This design comes from an exercise in tuning for small area on the open sky130 flow, not from production work.
The RTL was checked by simulation tests, not by an equivalence proof against the original design.
No activity file was given, so power comes from the tool's default toggle rates.

== v6 ==
// top_master
module top_master(
    input sys_clk,
    input sys_rst,
    input btn_up,
    input btn_dwn,
    input btn_start,
    input pizza,
    input potato,
    input [5:0] load_minutes,
    input [5:0] load_seconds,
    input temp_SDA_in,
    output [7:0] AN,
    output [6:0] display,
    output DP,
    output [15:0] LED,
    output start,
    output idle,
    output temp_SDA_out,
    output temp_SDA_oe,
    output temp_SCL,
    output buzzer
);
Size: about 58 I/O pins, ~0.0048 mm2 of cells after synthesis.
export LEC_CHECK = 0
export CAP_MARGIN = 20
export CORE_MARGIN = 2
export CORE_UTILIZATION = 40
export SLEW_MARGIN = 20
create_clock -name core_clock -period 10.0 [get_ports {sys_clk}]
standard.sh (not shown) runs the stock make flow with config.mk's settings and CLKGATE_MAP_FILE= SYNTH_SCRIPT=/design/flow/synth_recipe.tcl, a recipe that flattens the netlist after the stock synthesis.
==> flow/flow/run.sh <==
#!/bin/bash
# Own layout flow: the standard flow (standard.sh) with
#  - combinational mapping by an area-oriented ABC script (flow/area.script) and no
#    adder extraction; registers are mapped exactly as in the standard synthesis;
#  - the smallest buffer cell for the port buffers.
set -euo pipefail
W=$(pwd)
cat > "$W/own_synth.tcl" <<EOT
proc abc {args} {
  set i [lsearch -exact \$args -script]
  if {\$i >= 0} { set args [lreplace \$args \$i [expr {\$i+1}]] }
  yosys abc -script $W/flow/area.script {*}\$args
}
source $W/synth_recipe.tcl
EOT
export BUFFER_PORTS_ARGS="-buffer_cell sky130_fd_sc_hd__buf_1"
export CTS_ARGS="-sink_clustering_enable -repair_clock_nets -buf_list sky130_fd_sc_hd__clkbuf_8 -sink_clustering_size 30 -dont_use_dummy_load"
bash "$W/standard.sh" SYNTH_SCRIPT="$W/own_synth.tcl" ADDER_MAP_FILE= finish > "$W/flow_make.log" 2>&1
==> flow/flow/area.script <==
&get -n
&st
&dch
&nf -R 1000
&put
topo
> inputs changed (v6 -> v7)
- an added ABC_AREA of 1
==> flow/run.sh (new file) <==
#!/bin/bash
# synth_recipe.tcl (not shown) runs the flow's synth.tcl, then flattens the netlist and writes it again
# the make line also repeats each setting of config.mk as NAME=value (left out here)
make -C /OpenROAD-flow-scripts/flow DESIGN_CONFIG=/design/flow/config.mk WORK_HOME=/design/flow/orfs CLKGATE_MAP_FILE= SYNTH_SCRIPT=/design/flow/synth_recipe.tcl finish
removed: flow/flow/run.sh
removed: flow/flow/area.script
removed: flow/standard.sh
==> comparison <==
- v7 was carried through to the last stage, and its layout satisfied the timing, design-rule and antenna checks.
- Taking v6 as the reference, in v7 cell area went up by 25%; maximum frequency +about 17%; met2 capacity usage during global routing increased by 2.9 points relative to the old numbers.
- v7 vs v6: non-clock buffering overhead in the final layout up
- In the metrics for v6 and v7, the one carrying the higher overall power of the completed layout is v7.
- Compared with v6, in v7 final cell count moved up, total negative setup slack about even, power share of the clock group saw an increase, growth of design area from synthesis to finish now sits higher.
- Diff v6 -> v7: combinational power share picked up an extra 2.6 points; sequential share of the synthesized area lost 6.8 points.


== exp/cedar ==
top_master again, from the RTL that the note above started with.
==> flow/design.v (excerpt) <==
module top_master(
    input sys_clk,
    input sys_rst,
    input btn_up,
    input btn_dwn,
    input btn_start,
    input pizza,
    input potato,
    input [5:0] load_minutes,
    input [5:0] load_seconds,
    input temp_SDA_in,
    output [7:0] AN,
    output [6:0] display,
    output DP,
    output [15:0] LED,
    output start,
    output idle,
    output temp_SDA_out,
    output temp_SDA_oe,
    output temp_SCL,
    output buzzer
);
==> flow/config.mk <==
export PLATFORM = sky130hd
export DESIGN_NAME = top_master
export DESIGN_NICKNAME = top_master
export VERILOG_FILES = /design/flow/design.v
export SDC_FILE = /design/flow/constraint.sdc
export NUM_CORES = 4
export LEC_CHECK = 0
export CAP_MARGIN = 20
export CORE_MARGIN = 2
export CORE_UTILIZATION = 40
export SLEW_MARGIN = 20
==> flow/constraint.sdc <==
create_clock -name core_clock -period 10.0 [get_ports {sys_clk}]
set_input_delay 2.0000 -clock core_clock [delete_from_list [all_inputs] [get_ports {sys_clk}]]
set_output_delay 2.0000 -clock core_clock [all_outputs]
set_load 0.01 [all_outputs]
==> flow/flow/run.sh <==
#!/bin/bash
# Own layout flow: the standard flow (standard.sh) with
#  - combinational mapping by an area-oriented ABC script (flow/area.script) and no
#    adder extraction; registers are mapped exactly as in the standard synthesis;
#  - the smallest buffer cell for the port buffers.
set -euo pipefail
W=$(pwd)
cat > "$W/own_synth.tcl" <<EOT
proc abc {args} {
  set i [lsearch -exact \$args -script]
  if {\$i >= 0} { set args [lreplace \$args \$i [expr {\$i+1}]] }
  yosys abc -script $W/flow/area.script {*}\$args
}
source $W/synth_recipe.tcl
EOT
export BUFFER_PORTS_ARGS="-buffer_cell sky130_fd_sc_hd__buf_1"
bash "$W/standard.sh" SYNTH_SCRIPT="$W/own_synth.tcl" ADDER_MAP_FILE= finish > "$W/flow_make.log" 2>&1
==> flow/flow/area.script <==
&get -n
&st
&dch
&nf -R 1000
&put
topo
## Diff of input files: exp/onyx against exp/cedar
diff --git a/flow/flow/run.sh b/flow/flow/run.sh
--- a/flow/flow/run.sh
+++ b/flow/flow/run.sh
@@ -16,2 +16,3 @@
 export BUFFER_PORTS_ARGS="-buffer_cell sky130_fd_sc_hd__buf_1"
+export CTS_ARGS="-sink_clustering_enable -repair_clock_nets -buf_list sky130_fd_sc_hd__clkbuf_16 -sink_clustering_size 50 -dont_use_dummy_load"
 bash "$W/standard.sh" SYNTH_SCRIPT="$W/own_synth.tcl" ADDER_MAP_FILE= finish > "$W/flow_make.log" 2>&1
## What came out
The wire length of exp/onyx and that of exp/cedar are within noise of each other. exp/onyx -> exp/cedar: detailed-router iteration count before antenna repair delta 0, exact match. Going from exp/cedar to exp/onyx, power shrank by a few percent. Against exp/cedar as the reference, exp/onyx delivers a lower design area.
Input-level comparison between exp/quartz and exp/onyx:
diff --git a/flow/flow/run.sh b/flow/flow/run.sh
--- a/flow/flow/run.sh
+++ b/flow/flow/run.sh
@@ -16,3 +16,3 @@
 export BUFFER_PORTS_ARGS="-buffer_cell sky130_fd_sc_hd__buf_1"
-export CTS_ARGS="-sink_clustering_enable -repair_clock_nets -buf_list sky130_fd_sc_hd__clkbuf_16 -sink_clustering_size 50 -dont_use_dummy_load"
+export CTS_ARGS="-sink_clustering_enable -repair_clock_nets -buf_list sky130_fd_sc_hd__clkbuf_8 -sink_clustering_size 30 -dont_use_dummy_load"
 bash "$W/standard.sh" SYNTH_SCRIPT="$W/own_synth.tcl" ADDER_MAP_FILE= finish > "$W/flow_make.log" 2>&1
==> flow/flow/area.script <==
strash
ifraig
dc2
dch -f
amap
topo
- Across exp/quartz and exp/onyx, the outcome is the same: a clean finish for every run.
- From exp/onyx to exp/quartz the numbers moved as follows: layout cell share with drive strength beyond 1 saw a decrease, arrival time of data at the critical path endpoint shows a reduction of 0.43 ns, clock-buffer cell count was more or less identical, synthesized area per cell decreased by 0.41 um2 relative to the old numbers.
- On sequential fraction of the synthesis area, the lower figure sits with exp/onyx, not exp/quartz.
- Per the comparison of exp/quartz with exp/onyx, total power draw fell by 12%; final critical-path share of the clock period fell 4.3 points.
- In exp/quartz, the cell count of the worst reg-to-reg path came out 7 above the value in exp/onyx.
Modified inputs, exp/delta compared to exp/quartz
diff --git a/flow/flow/run.sh b/flow/flow/run.sh
--- a/flow/flow/run.sh
+++ b/flow/flow/run.sh
@@ -16,3 +16,3 @@
 export BUFFER_PORTS_ARGS="-buffer_cell sky130_fd_sc_hd__buf_1"
-export CTS_ARGS="-sink_clustering_enable -repair_clock_nets -buf_list sky130_fd_sc_hd__clkbuf_8 -sink_clustering_size 30 -dont_use_dummy_load"
+export CTS_ARGS="-sink_clustering_enable -repair_clock_nets -buf_list sky130_fd_sc_hd__clkbuf_8 -sink_clustering_size 35 -sink_clustering_max_diameter 300 -dont_use_dummy_load"
 bash "$W/standard.sh" SYNTH_SCRIPT="$W/own_synth.tcl" ADDER_MAP_FILE= finish > "$W/flow_make.log" 2>&1
==> comparison <==
No run among exp/quartz and exp/delta stopped early or left any final violation; all are clean.
Comparing exp/quartz against exp/delta, there is no change at all in share of total power consumed by net switching.
Comparing exp/quartz against exp/delta, there is no change at all in overall power.
Reported for exp/quartz and exp/delta, count of inserted antenna diode cells turned out identical to the last digit.
Number of standard cells in the final layout excluding fillers: exp/quartz vs exp/delta identical
Re met3 wire length: no difference whatsoever between exp/delta and exp/quartz.
Instance count after placement with tap cells included came out exactly the same in exp/quartz and exp/delta.
Taking exp/quartz as the reference, in exp/delta core utilization was more or less identical; sequential share of layout area about even.

==> re-timing with driven ports <==
Ports are ideal in the flow. The routed layouts listed here were re-timed in OpenROAD. Step 1 (the two cells are an assumption about what drives the block):
set clk [get_ports {sys_clk}]
set_driving_cell -lib_cell sky130_fd_sc_hd__clkbuf_16 $clk
set_driving_cell -lib_cell sky130_fd_sc_hd__buf_2 [delete_from_list [all_inputs] $clk]
Step 2 also shifts input and output timing later by t, the mid clock arrival at the registers, as if the neighbouring blocks saw the same clock. a / b / c = no drivers / after step 1 / after step 2; a / b = the first two.
run	t (ns)	setup slack, ns	worst setup path after step 2	pins driven straight from the clock port
v6	0.374	3.174 / 3.141 / 3.515	register to output	1
v7	0.386	4.155 / 4.115 / 4.500	register to output	1
exp/cedar	0.373	3.139 / 3.102 / 3.475	register to output	1
exp/onyx	0.366	3.159 / 3.122 / 3.488	register to output	1
exp/quartz	0.383	3.591 / 3.557 / 3.940	register to output	1
exp/delta	0.383	3.591 / 3.557 / 3.940	register to output	1
After both steps setup and hold are still met in every run listed.
